This is an optimization exercise on Yosys and OpenROAD, whose aim is small area and a short achievable clock period, not a production implementation.
Only simulation tests tie the RTL to the original design; equivalence was not proved.
No activity file was given, so power comes from the tool's default toggle rates.

--- flow/run.sh ---
#!/bin/bash
# synth_recipe.tcl (not shown) runs the flow's synth.tcl, then flattens the netlist and writes it again
# the make line also repeats each setting of config.mk as NAME=value (left out here)
make -C /OpenROAD-flow-scripts/flow DESIGN_CONFIG=/design/flow/config.mk WORK_HOME=/design/flow/orfs CLKGATE_MAP_FILE= SYNTH_SCRIPT=/design/flow/synth_recipe.tcl finish
--- flow/design.v ---
module flopr #(parameter int unsigned N = 64)
    (input logic clk,
     input logic reset,
     input logic [N-1:0] d,
     output logic [N-1:0] q );
    always_ff @(posedge clk, posedge reset)
        if (reset) q <= '0;
        else q <= d;
endmodule
module flopenr #(parameter int unsigned N = 64)
    (input logic clk,
     input logic reset,
     input logic enable,         
     input logic [N-1:0] d,
     output logic [N-1:0] q );
    always_ff @(posedge clk, posedge reset) begin
        if (reset)
            q <= '0;               
        else if (enable)
            q <= d;                
    end
endmodule
module mux2 #(parameter N = 64)
                (input logic [N-1:0] d0, d1,
                input logic s,
                output logic [N-1:0] y);
    assign y = s ? d1 : d0;
endmodule
module adder #(parameter N = 64)
                    (input logic [N-1:0] a, b,
                    output logic [N-1:0] y);
    assign y = a + b;
endmodule
module sl2 #(parameter N = 64)
				(input logic [N-1:0] a,
				output logic [N-1:0] y);
	assign y[0] = 1'b0;
	assign y[1] = 1'b0;
	assign y[63:2] = a[61:0];
endmodule
module signext (
    input logic [31:0] a,
    output logic [63:0] y );
    always_comb
        casez (a[31:21])
             11'b111_1100_0010: y = {{55{a[20]}}, a[20:12]};         
             11'b111_1100_0000: y = {{55{a[20]}}, a[20:12]};         
             11'b101_1010_0???: y = {{45{a[23]}}, a[23:5]};          
             11'b010_1010_0???: y = {{45{a[23]}}, a[23:5]};          
             11'b1001000100?: y = {{52'b0}, a[21:10]};               
             11'b1101000100?: y = {{52'b0}, a[21:10]};               
             11'b1011000100?: y = {{52'b0}, a[21:10]};               
             11'b1111000100?: y = {{52'b0}, a[21:10]};               
             default: y = '0;
        endcase
endmodule
module regfile(
    input logic clk,
    input logic we3,              
    input logic [4:0] ra1, ra2,   
    input logic [4:0] wa3,        
    input logic [63:0] wd3,       
    output logic [63:0] rd1, rd2  
    );
    logic [63:0] regs [0:30];
    always_comb begin
        rd1 = (we3 && wa3 !== 31 && wa3 === ra1 ? wd3 : (ra1 == 5'd31 ? 64'd0 : regs[ra1]));
        rd2 = (we3 && wa3 !== 31 && wa3 === ra2 ? wd3 : (ra2 == 5'd31 ? 64'd0 : regs[ra2]));
    end
    always_ff @(posedge clk) begin
        if (we3 === '1 & wa3 < 32'd31 & wa3 >= '0) begin
            regs[wa3] <= wd3;
        end
    end
endmodule
module alu
    #(parameter int unsigned N = 64)
    (input logic [N-1:0] a, b,
     input logic [3:0] ALUControl,
     output logic [N-1:0] result,
     output logic zero, zero_flag,
     output logic negative,
     output logic carry,
     output logic overflow,
     output logic write_flags);
    logic [N:0] aux_result;  
    always_comb begin
        aux_result = '0;
        write_flags = ALUControl[3];
        zero = 1'b0;
        zero_flag = 1'b0;
        negative = 1'b0;
        carry = 1'b0;
        overflow = 1'b0;
        casez (ALUControl)
            4'b0000: aux_result = a & b;   
            4'b0001: aux_result = a | b;   
            4'b0111: aux_result = b;       
            4'b?010: begin  
                aux_result = a + b;
                if (write_flags === '1) begin  
                    overflow = (((~a[N-1]) && (~b[N-1]) && (aux_result[N-1])) ||
                                ((a[N-1])  && (b[N-1]) && (~aux_result[N-1])));
                end
            end
            4'b?110: begin  
                logic [N-1:0] complemento_b;         
                complemento_b = ~b + 1'b1;           
                aux_result = a + complemento_b;      
                if (write_flags === '1) begin  
                    overflow = (((~a[N-1]) && (b[N-1]) && (aux_result[N-1])) ||
                                ((a[N-1]) && (~b[N-1]) && (~aux_result[N-1])));
                end
            end
            default: result = '0;
        endcase
        if (write_flags === 1) begin  
            carry = (aux_result[N] === '1);
            zero_flag = (aux_result[N-1:0] === '0) ? 1'b1 : 1'b0;
            negative = aux_result[N-1];
        end
        zero = (aux_result[N-1:0] === '0) ? 1'b1 : 1'b0;
        result = aux_result[N-1:0];
    end
endmodule
module aludec (input  logic [10:0] funct,
                    input  logic [1:0]  aluop,
                    output logic [3:0] alucontrol);
    always_comb
        if (aluop == 2'b00) alucontrol = 4'b0010;                                            
        else if (aluop == 2'b01) alucontrol = 4'b0111;                                       
        else if((aluop == 2'b10)  & (funct == 11'b10001011000)) alucontrol = 4'b0010;        
        else if((aluop == 2'b10)  & (funct == 11'b11001011000)) alucontrol = 4'b0110;        
        else if((aluop == 2'b10)  & (funct == 11'b10001010000)) alucontrol = 4'b0000;        
        else if((aluop == 2'b10)  & (funct == 11'b10101010000)) alucontrol = 4'b0001;        
        else if((aluop == 2'b11)  & (funct[10:1] == 10'b1001000100)) alucontrol = 4'b0010;   
        else if((aluop == 2'b11)  & (funct[10:1] == 10'b1101000100)) alucontrol = 4'b0110;   
        else if((aluop == 2'b11)  & (funct[10:1] == 10'b1011000100)) alucontrol = 4'b1010;   
        else if((aluop == 2'b11)  & (funct[10:1] == 10'b1111000100)) alucontrol = 4'b1110;   
        else if((aluop == 2'b10)  & (funct == 11'b10101011000)) alucontrol = 4'b1010;        
        else if((aluop == 2'b10)  & (funct == 11'b11101011000)) alucontrol = 4'b1110;        
        else alucontrol = 4'b0000;
endmodule
module maindec(
    input logic [10:0] Op,
    output logic Reg2Loc, ALUSrc, MemtoReg, RegWrite, MemRead, MemWrite, Branch, condBranch,
    output logic [1:0] ALUOp);
    localparam logic [9:0] OS_R    = 10'b0_0_0_1_0_0_0_0_10;  
    localparam logic [9:0] OS_LDUR = 10'b0_1_1_1_1_0_0_0_00;  
    localparam logic [9:0] OS_STUR = 10'b1_1_0_0_0_1_0_0_00;  
    localparam logic [9:0] OS_CBZ  = 10'b1_0_0_0_0_0_1_0_01;  
    localparam logic [9:0] OS_I    = 10'b0_1_0_1_0_0_0_0_11;  
    localparam logic [9:0] OS_BC   = 10'b0_0_0_0_0_0_1_1_01;  
    localparam logic [9:0] OS_DEF  = 10'b0_0_0_0_0_0_0_0_00;  
    logic [9:0] res;
    assign {Reg2Loc,
            ALUSrc,
            MemtoReg,
            RegWrite,
            MemRead,
            MemWrite,
            Branch,
            condBranch,
            ALUOp } = res;
    always_comb begin
        casez (Op)
            11'b101_0101_1000,  
            11'b111_0101_1000,  
            11'b100_0101_1000,
            11'b110_0101_1000,
            11'b100_0101_0000,
            11'b101_0101_0000: res = OS_R;
            11'b111_1100_0010: res = OS_LDUR;
            11'b111_1100_0000: res = OS_STUR;
            11'b101_1010_0???: res = OS_CBZ;
            11'b101_1000_100?,  
            11'b1111_000_100?,  
            11'b100_1000_100?,  
            11'b110_1000_100?:  
                    res = OS_I;
            11'b010_1010_0???: res = OS_BC;
            default: res = OS_DEF;
        endcase
    end
endmodule
module controller(input logic [10:0] instr,
                        output logic [3:0] AluControl,
                        output logic reg2loc, regWrite, AluSrc, Branch,
                                    memtoReg, memRead, memWrite, condBranch);
    logic [1:0] AluOp_s;
    maindec     decPpal     (.Op(instr),
                            .Reg2Loc(reg2loc),
                            .ALUSrc(AluSrc),
                            .MemtoReg(memtoReg),
                            .RegWrite(regWrite),
                            .MemRead(memRead),
                            .MemWrite(memWrite),
                            .Branch(Branch),
                            .condBranch(condBranch),
                            .ALUOp(AluOp_s));
    aludec     decAlu     (.funct(instr),
                            .aluop(AluOp_s),
                            .alucontrol(AluControl));
endmodule
module bCondCheck (
    input logic zero,
    input logic negative,
    input logic carry,
    input logic overflow,
    input logic bCondCheck,
    input logic [4:0] Rt_B_cond,
    output logic B_cond_is);
    always_comb begin
        B_cond_is = 0;
        if (bCondCheck) begin
            casez (Rt_B_cond)
                5'b00000: B_cond_is = zero;                                              
                5'b00001: B_cond_is = (zero === 0);                                      
                5'b00010: B_cond_is = carry;                                             
                5'b00011: B_cond_is = (carry === 0);                                     
                5'b00100: B_cond_is = negative;                                          
                5'b00101: B_cond_is = (negative === 0);                                  
                5'b00110: B_cond_is = overflow;                                          
                5'b00111: B_cond_is = (overflow === 0);                                  
                5'b01000: B_cond_is = ((zero === 0) && carry);                           
                5'b01001: B_cond_is = ~((zero === 0) && carry);                          
                5'b01010: B_cond_is = (negative === overflow);                           
                5'b01011: B_cond_is = (negative !== overflow);                           
                5'b01100: B_cond_is = ((zero === 0) && (negative === overflow));         
                5'b01101: B_cond_is = ~((zero === 0) && (negative === overflow));        
                default: B_cond_is = 0;
            endcase
        end
    end
endmodule
module fetch
    #(parameter int unsigned N = 64)
    (input logic PCSrc_F, clk, reset,
     input logic [N-1:0] PCBranch_F,
     output logic [N-1:0] imem_addr_F );
    logic [N-1:0] output_adder,output_mux, output_PC;
    mux2 #(N) MUX(.d0(output_adder),
                    .d1(PCBranch_F),
                    .s(PCSrc_F),
                    .y(output_mux));
    flopr #(N) PC(.clk(clk),
                    .reset(reset),
                    .d(output_mux),
                    .q(output_PC));
    adder #(N) Add(.a(output_PC),
                     .b(64'd4),
                     .y(output_adder));
    assign imem_addr_F = output_PC;
endmodule
module decode #(parameter N = 64)
					(input logic regWrite_D, reg2loc_D, clk,
					input logic [N-1:0] writeData3_D,
					input logic [31:0] instr_D,
					output logic [N-1:0] signImm_D, readData1_D, readData2_D, 
					input logic [4:0] wa3_D);  
	logic [4:0] ra2;
	mux2 	#(5) 	ra2mux	(.d0(instr_D[20:16]), .d1(instr_D[4:0]), .s(reg2loc_D), .y(ra2));
	regfile 		registers(.clk(clk), .we3(regWrite_D), .ra1(instr_D[9:5]), .ra2(ra2), .wa3(wa3_D),
								 .wd3(writeData3_D), .rd1(readData1_D), .rd2(readData2_D));
	signext 		ext		(.a(instr_D), .y(signImm_D));
endmodule
module execute
    #(parameter int unsigned N = 64)
    (
     input logic reset, clk,
     input logic AluSrc,
     input logic [3:0] AluControl,
     input logic [N-1:0] PC_E, signImm_E, readData1_E, readData2_E,
     output logic [N-1:0] PCBranch_E, aluResult_E, writeData_E,
     output logic zero_E, zero_flag_E, negative_E, carry_E, overflow_E);
    logic [N-1:0] output_sl2, output_mux;
    logic write_flags_ALU;
    logic zero_flag_ALU, negative_ALU, carry_ALU, overflow_ALU;
    adder #(N) Add(.a(PC_E),
                    .b(output_sl2),
                    .y(PCBranch_E));
    sl2  #(N) ShiftLeft2(.a(signImm_E),
                          .y(output_sl2));
    mux2 #(N) MUX(.d0(readData2_E),
                   .d1(signImm_E),
                   .s(AluSrc),
                   .y(output_mux));
    alu #(N) ALU(.a(readData1_E),
                   .b(output_mux),
                   .ALUControl(AluControl),
                   .result(aluResult_E),
                   .write_flags(write_flags_ALU),
                   .zero(zero_E),
                   .zero_flag(zero_flag_ALU),
                   .negative(negative_ALU),
                   .carry(carry_ALU),
                   .overflow(overflow_ALU));
    flopenr   #(4)      CPSR_flags (.clk(clk),
                                    .reset(reset),
                                    .enable(write_flags_ALU),
                                    .d({
                                        zero_flag_ALU,
                                        negative_ALU,
                                        carry_ALU,
                                        overflow_ALU
                                    }),
                                    .q({
                                        zero_flag_E,
                                        negative_E,
                                        carry_E,
                                        overflow_E
                                    }));
    assign writeData_E = readData2_E;
endmodule
module memory     (input logic Branch_M, zero_M, zero_flag, negative, overflow, carry, bCondCheck,
                    input logic [4:0] Rt_B_cond,
                    output logic PCSrc_M);
    logic B_cond_is;
    logic PCSrc_M_aux_;
    bCondCheck B_cond_check(
        .zero(zero_flag),
        .negative(negative),
        .carry(carry),
        .overflow(overflow),
        .bCondCheck(bCondCheck),
        .Rt_B_cond(Rt_B_cond),
        .B_cond_is(B_cond_is)
    );
    assign PCSrc_M_aux_ = Branch_M && zero_M;
    mux2 #(1) MUX2 (.d0(PCSrc_M_aux_), .d1(B_cond_is), .s(bCondCheck), .y(PCSrc_M));
endmodule
module writeback #(parameter N = 64)
                    (input logic [N-1:0] aluResult_W, DM_readData_W,
                    input logic memtoReg,
                    output logic [N-1:0] writeData3_W);
    mux2 #(64) MtoRmux (.d0(aluResult_W), .d1(DM_readData_W), .s(memtoReg), .y(writeData3_W));
endmodule
module datapath #(parameter N = 64)
                    (input logic reset, clk,
                    input logic reg2loc,
                    input logic AluSrc,
                    input logic [3:0] AluControl,
                    input logic    Branch,
                    input logic memRead,
                    input logic memWrite,
                    input logic regWrite,
                    input logic memtoReg,
                    input logic condBranch,
                    input logic [31:0] IM_readData,
                    input logic [N-1:0] DM_readData,
                    output logic [N-1:0] IM_addr, DM_addr, DM_writeData,
                    output logic DM_writeEnable, DM_readEnable );
    logic PCSrc;
    logic [N-1:0] PCBranch_E, aluResult_E, writeData_E, writeData3;
    logic [N-1:0] signImm_D, readData1_D, readData2_D;
    logic zero_E, zero_flag_E, negative_E, carry_E, overflow_E;
    logic [95:0] qIF_ID;
    logic [271:0] qID_EX;
    logic [207:0] qEX_MEM;
    logic [134:0] qMEM_WB;
    fetch     #(64)     FETCH     (.PCSrc_F(PCSrc),
                                        .clk(clk),
                                        .reset(reset),
                                        .PCBranch_F(qEX_MEM[197:134]),
                                        .imem_addr_F(IM_addr));
    flopr     #(96)        IF_ID     (.clk(clk),
                                        .reset(reset),
                                        .d({
                                            IM_addr,
                                            IM_readData
                                        }),
                                        .q(qIF_ID));
    decode     #(64)     DECODE     (.regWrite_D(qMEM_WB[134]),
                                        .reg2loc_D(reg2loc),
                                        .clk(clk),
                                        .writeData3_D(writeData3),
                                        .instr_D(qIF_ID[31:0]),
                                        .signImm_D(signImm_D),
                                        .readData1_D(readData1_D),
                                        .readData2_D(readData2_D),
                                        .wa3_D(qMEM_WB[4:0]));
    flopr     #(272)    ID_EX     (.clk(clk),
                                        .reset(reset),
                                        .d({condBranch,
                                            AluSrc,
                                            AluControl,
                                            Branch,
                                            memRead,
                                            memWrite,
                                            regWrite,
                                            memtoReg,
                                            qIF_ID[95:32],
                                            signImm_D,
                                            readData1_D,
                                            readData2_D,
                                            qIF_ID[4:0]
                                        }),
                                        .q(qID_EX));
    execute     #(64)     EXECUTE     ( .clk(clk),
                                        .reset(reset),
                                       .AluSrc(qID_EX[270]),
                                       .AluControl(qID_EX[269:266]),
                                       .PC_E(qID_EX[260:197]),
                                       .signImm_E(qID_EX[196:133]),
                                       .readData1_E(qID_EX[132:69]),
                                       .readData2_E(qID_EX[68:5]),
                                       .PCBranch_E(PCBranch_E),
                                       .aluResult_E(aluResult_E),
                                       .writeData_E(writeData_E),
                                       .zero_E(zero_E),
                                       .zero_flag_E(zero_flag_E),
                                       .negative_E(negative_E),
                                       .carry_E(carry_E),
                                       .overflow_E(overflow_E));
    flopr     #(208)    EX_MEM          (.clk(clk),
                                        .reset(reset),
                                        .d({qID_EX[271],  
                                            zero_flag_E,
                                            negative_E,
                                            carry_E,
                                            overflow_E,
                                            qID_EX[265:261],
                                            PCBranch_E,
                                            zero_E,
                                            aluResult_E,
                                            writeData_E,
                                            qID_EX[4:0]  
                                        }),
                                        .q(qEX_MEM));
    memory                MEMORY   (.Branch_M(qEX_MEM[202]),
                                    .zero_M(qEX_MEM[133]),
                                    .PCSrc_M(PCSrc),
                                    .overflow(qEX_MEM[203]),
                                    .carry(qEX_MEM[204]),
                                    .negative(qEX_MEM[205]),
                                    .zero_flag(qEX_MEM[206]),
                                    .bCondCheck(qEX_MEM[207]),
                                    .Rt_B_cond(qEX_MEM[4:0]));
    assign DM_writeData = qEX_MEM[68:5];
    assign DM_addr = qEX_MEM[132:69];
    assign DM_writeEnable = qEX_MEM[200];
    assign DM_readEnable = qEX_MEM[201];
    flopr     #(135)    MEM_WB     (.clk(clk),
                                        .reset(reset),
                                        .d({
                                            qEX_MEM[199:198],
                                            qEX_MEM[132:69],
                                            DM_readData,
                                            qEX_MEM[4:0]
                                        }),
                                        .q(qMEM_WB));
    writeback #(64)     WRITEBACK (.aluResult_W(qMEM_WB[132:69]),
                                        .DM_readData_W(qMEM_WB[68:5]),
                                        .memtoReg(qMEM_WB[133]),
                                        .writeData3_W(writeData3));
endmodule
module arm_core #(parameter N = 64)
                (input  logic clk, reset,
                 output logic [N-1:0] IM_addr,
                 input  logic [31:0] IM_readData,
                 output logic [N-1:0] DM_addr, DM_writeData,
                 output logic DM_writeEnable, DM_readEnable,
                 input  logic [N-1:0] DM_readData);
    logic [3:0] AluControl;
    logic reg2loc, regWrite, AluSrc, Branch, memtoReg, memRead, memWrite;
    logic [10:0] instr;
    logic condBranch;
    controller         c             (.instr(instr),
                                      .AluControl(AluControl),
                                      .reg2loc(reg2loc),
                                      .regWrite(regWrite),
                                      .AluSrc(AluSrc),
                                      .Branch(Branch),
                                      .memtoReg(memtoReg),
                                      .memRead(memRead),
                                      .memWrite(memWrite),
                                      .condBranch(condBranch));
    datapath #(64) dp         (.reset(reset),
                               .clk(clk),
                               .reg2loc(reg2loc),
                               .AluSrc(AluSrc),
                               .AluControl(AluControl),
                               .Branch(Branch),
                               .memRead(memRead),
                               .memWrite(memWrite),
                               .regWrite(regWrite),
                               .memtoReg(memtoReg),
                               .IM_readData(IM_readData),
                               .DM_readData(DM_readData),
                               .IM_addr(IM_addr),
                               .DM_addr(DM_addr),
                               .DM_writeData(DM_writeData),
                               .DM_writeEnable(DM_writeEnable),
                               .DM_readEnable(DM_readEnable),
                               .condBranch(condBranch));
    flopr #(11)        IF_ID_TOP(.clk(clk),
                                 .reset(reset),
                                 .d(IM_readData[31:21]),
                                 .q(instr));
endmodule
--- flow/config.mk ---
export PLATFORM = sky130hd
export DESIGN_NAME = arm_core
export DESIGN_NICKNAME = arm_core
export VERILOG_FILES = /design/flow/design.v
export SDC_FILE = /design/flow/constraint.sdc
export NUM_CORES = 4
export LEC_CHECK = 0
export CAP_MARGIN = 20
export CORE_MARGIN = 2
export CORE_UTILIZATION = 40
export SLEW_MARGIN = 20
--- flow/constraint.sdc ---
create_clock -name core_clock -period 10.0 [get_ports {clk}]
set_input_delay 2.0000 -clock core_clock [delete_from_list [all_inputs] [get_ports {clk}]]
set_output_delay 2.0000 -clock core_clock [all_outputs]
set_load 0.01 [all_outputs]
==> results.txt <==
==> worst max-delay path, cell delays in order, from the launching register on <==
cell and delay, ns:
dfrtp_4 0.77, mux2i_1 0.55, ha_1 0.31, o211ai_1 0.21, nor4b_1 0.61, buf_4 0.28, nand4_1 0.24, nor2_1 0.27
and3_1 0.22, nand2_1 0.12, or4_1 0.50, o21ai_0 0.21, buf_4 0.21, o21ai_0 0.16, ha_1 0.48, nand2_1 0.13
o21ai_0 0.64, nor2_1 0.15, a21oi_1 0.19, o21ai_0 0.33, o31ai_1 0.75, xor2_1 0.15, a211oi_1 0.30, buf_4 0.16
o2111ai_1 0.14, nor4_2 0.40, nand4b_1 0.19, nor4_2 0.28
==> power groups by stage <==
stage	clock network, mW	logic, mW	registers, mW
floorplan	0	3.52	14.1
global placement	0	5.65	14.5
detailed placement	0	5.76	14.5
CTS	11.0	5.78	14.3
global route	11.5	6.25	14.3
finish	10.8	5.87	14.3
==> cell families (layout without fill, tap and decap cells) <==
logic type / count (synthesis) / after routing / share of synthesized area, %
xor+xnor: 245 / 245 / 1.59
compound gates: 2068 / 2068 / 10.1
fa+ha+maj: 273 / 273 / 2.54
flops: 2716 / 2716 / 57.6
buf+inv: 1083 / 1297 / 3.49
simple gates: 2093 / 2093 / 7.20
mux: 1479 / 1479 / 17.5
other cells: 0 / 14 / 0
==> placed cells by master (no fill, tap or decap), types with 136 or more instances in the layout <==
cell,Yosys,layout
ha_1,270,270
o21ai_0,340,340
and2_1,215,214
inv_1,264,263
mux4_2,704,704
buf_4,130,176
mux2i_1,759,750
clkdlybuf4s50_1,0,291
a21oi_1,450,448
xnor2_1,138,138
a31oi_1,159,159
nand2_1,970,968
a211oi_1,418,418
a311oi_1,136,136
o22ai_1,162,162
dfrtp_1,732,722
edfxtp_1,1984,1984
clkbuf_16,0,307
nor2_1,366,335
==> worst max path at each step <==
stage,to,cells past startpoint,slack [ns]
2_1_floorplan,IF_ID_TOP.q[0],1,-2.03
3_3_place_gp,dp.EX_MEM.q[133],27,0.96
3_5_place_dp,dp.EX_MEM.q[133],27,1.04
4_1_cts,dp.EX_MEM.q[133],27,0.98
5_1_grt,dp.EX_MEM.q[133],27,0.56
6_report,dp.EX_MEM.q[133],27,0.94
==> state kept, by name, summed over array words and instances (netlist names) <==
name,count
dp.DECODE.registers.regs,1984
dp.ID_EX.q,226
dp.EX_MEM.q,207
dp.MEM_WB.q,135
dp.IF_ID.q,86
dp.FETCH.PC.q,64
IF_ID_TOP.q,10
dp.EXECUTE.CPSR_flags.q,4
==> Yosys cell counts, drive strengths merged, types with 22 or more instances <==
cell type | number | area share [%]
nor4 | 37 | 0.18
a31oi | 159 | 0.74
and3 | 41 | 0.19
a21o | 78 | 0.43
xnor2 | 138 | 0.89
dfrtp | 732 | 14
ha | 270 | 2.5
nand3 | 96 | 0.36
nand2 | 970 | 2.7
edfxtp | 1984 | 44
buf | 242 | 1.0
and2 | 216 | 1.0
clkbuf | 574 | 1.7
o21ai | 346 | 1.3
o22ai | 162 | 0.75
o211ai | 45 | 0.25
a311oi | 136 | 0.88
nor3 | 90 | 0.33
o21a | 33 | 0.18
mux2i | 759 | 5.6
inv | 264 | 0.73
nor2b | 25 | 0.12
a211oi | 418 | 2.3
or3 | 22 | 0.10
nand2b | 29 | 0.13
mux4 | 704 | 12
a21oi | 450 | 1.7
xor2 | 107 | 0.69
nand4 | 96 | 0.44
nor2 | 366 | 1.0
o21bai | 34 | 0.19
==> metal layers <==
metal | up-vias | GRT usage, %
met3 | 878 | 4.87
met1 | 48100 | 37.4
li1 | 38500 | -
met2 | 4930 | 43.4
met5 | - | 0
met4 | 8 | 9.20
==> stage by stage <==
| step | setup TNS (ns) | setup slack (ns) | area [um^2] | std cells | util [%] |
|---|---|---|---|---|---|
| floorplan | -1485.65 | -2.03 | 135000 | 9957 | - |
| global placement | 0 | 0.961 | 142000 | 14100 | 42.3 |
| finish | 0 | 0.938 | 152000 | 14700 | 45.1 |
| global route | 0 | 0.557 | 152000 | 14700 | 45.1 |
| detailed placement | 0 | 1.04 | 142000 | 14100 | 42.3 |
| CTS | 0 | 0.976 | 152000 | 14700 | 45.1 |
==> final cells by class <==
| cell class | instances | area [um^2] | share of cell area (%) |
|---|---|---|---|
| flip-flops and latches | 2716 | 77900 | 51.3 |
| multi-input cells | 6158 | 53000 | 34.9 |
| clock buffers | 388 | 8260 | 5.44 |
| well taps | 4515 | 5650 | 3.72 |
| repair buffers | 494 | 4790 | 3.15 |
| clock inverters | 150 | 1260 | 0.833 |
| inverters | 265 | 998 | 0.657 |
| diodes | 14 | 35.0 | 0.0231 |
==> key figures <==
Routing
  – Via count: 92500
  – DRC: 0
  – Vias per Instance: 6.29
  – Routed wire per std cell: 32.3 um
  – Highest Signal Layer: met5
  – Post-DRT Antenna Nets: 0
  – Iter 0 DRT Violations: 11400
  – DR WL met2: around 220000 um
  – First drt pass iteration count: 8
  – WL final: 475000 um
  – Metal3 WL: 44100 um
  – Post-Route M1 WL: 192000 um

STA
  – Max_slew headroom: 18.3%
  – Min cycle time layout: approximately 9.1 ns
  – Hold_ws: 0.346 ns
  – RSZ-0062 raised after global routing: false
  – Final hold vios: 0
  – Worst-margin pin slew: 1.19 ns
  – Max Transition Viols Final: 0
  – Fin crit share: 90.6%
  – Final Skew: 0.0571 ns
  – Setup violators final: 0
  – Peak Freq: 0.110 GHz

Floorplanning
  – Die Area: 0.343 mm^2
  – Starting Density: 40.2%
  – Chip Height: 585 um
  – Die width: around 600 um
  – Number of top-level pins: 292
  – Placeable Area: 0.337 mm^2
  – Num rows: roughly 210

Power
  – Switching power: 9.30 mW
  – Clock network fraction of total power: 35.0%
  – Combinational share of power: 18.9%
  – Pwr dens: 204 mW/mm^2
  – Sequential share of power: a little under half
  – VDD IR max: around 0.00013 V
  – Switch share: 30.0%
  – Design Power: 31.0 mW
  – Cell Int Power: 21.7 mW
  – Pleak: 54.4 nW

Worst setup path
  – CP required: 10.78 ns
  – Reg2Reg Setup Slack: 0.94 ns
  – Critical Path Source Type: flop
  – Worst EP arrival: 9.84 ns
  – Worst R2R End: dp.EX_MEM.q[133]
  – Crit end category: flop
  – Crit. Startpoint: dp.ID_EX.q[270]
  – R2R cell count: 27
  – Largest fanout on the critical path: 40
  – RR Startpoint: dp.ID_EX.q[270]
  – CP Class: flop to flop

Global routing
  – Largest net degree at the start of global routing: 176
  – Vias in the first global route: 90300
  – Initial antenna violation count: 36
  – Global Route Usage Sum: a little over a quarter
  – Gr ovfl total: 0
  – First-pass GRT wire length: 670000 um

Placement
  – Final HPWL from detailed placement: around 310000 um
  – PortBufs: 291
  – Routability Congestion: 0.943

Clocking
  – CTS clk-pin slew, worst paths: roughly 0.07 ns
  – H-tree Lvls: 5
  – Clock Path Buffers: 4
  – Worst-skew pair later-pin latency: 0.90 ns
  – CTS Sinks: 2716
  – CTS tree: yes
  – Hold_buf cts: 0
  – Cts bufs inserted: around 300
  – Post-CTS Setup Repair Bufs: 0
  – CTS Root Cell: clkbuf_16
  – Gates resized, CTS repair: 0

Synth
  – Ys Warns: 13
  – Mapped Nets: approximately 10000
  – Asr flop ratio synth: between 20% and 30%
  – Syn_area_per_cell: 13.6 um^2
  – Synthesized area: between 0.1 and 0.15 mm^2
  – Flops & latches, synth: 2716
  – Synth Instances: 9957
  – Number of distinct library cells after synthesis: 95
  – Top_reg_cell synth: edfxtp_1
  – Sequential cell area fraction in the yosys report: roughly 58%
  – Post-synth EDFFs: approximately 2000

Worst hold path
  – Worst hold start: dp.ID_EX.q[1]
  – Hold WC Path Type: flop to flop
  – Hold Crit Endpoint: dp.EX_MEM.q[1]
  – Hold path depth: 0

Final layout
  – Layout area overhead: 12.4%
  – Fraction of layout cells with a size suffix above 1: 14.4%
  – Final nets: 10300
  – Filler instances: 29400

Outcome
  – Status: finished clean

Run
  – Max-capacitance violation count: 0

-- afterwards: timing with drivers on the ports --
No port has a modelled driver above. Below, the same layout with a new extraction and two added sets of constraints. Step 1 sets driving cells, clkbuf_16 on the clock port and buf_2 on the other inputs (assumed; they add their load-dependent delay and slew). Step 2, shift: input delay + t, output delay - t, t = (earliest + latest rising clock arrival at the registers) / 2. This alone moves slack from input paths to output paths. a / b / c = no drivers / after step 1 / after step 2; a / b = the first two.
t (ns): 0.975
setup WS [ns]: 0.938 / 0.938 / 0.938
worst setup path at the end: register to register
slew at the worst register clock pin (ns): 0.07 / 0.07
After both steps setup and hold are still met in this run. The setup slack of this run moves by 0.000 ns with the drivers and by 0.000 ns with both steps.
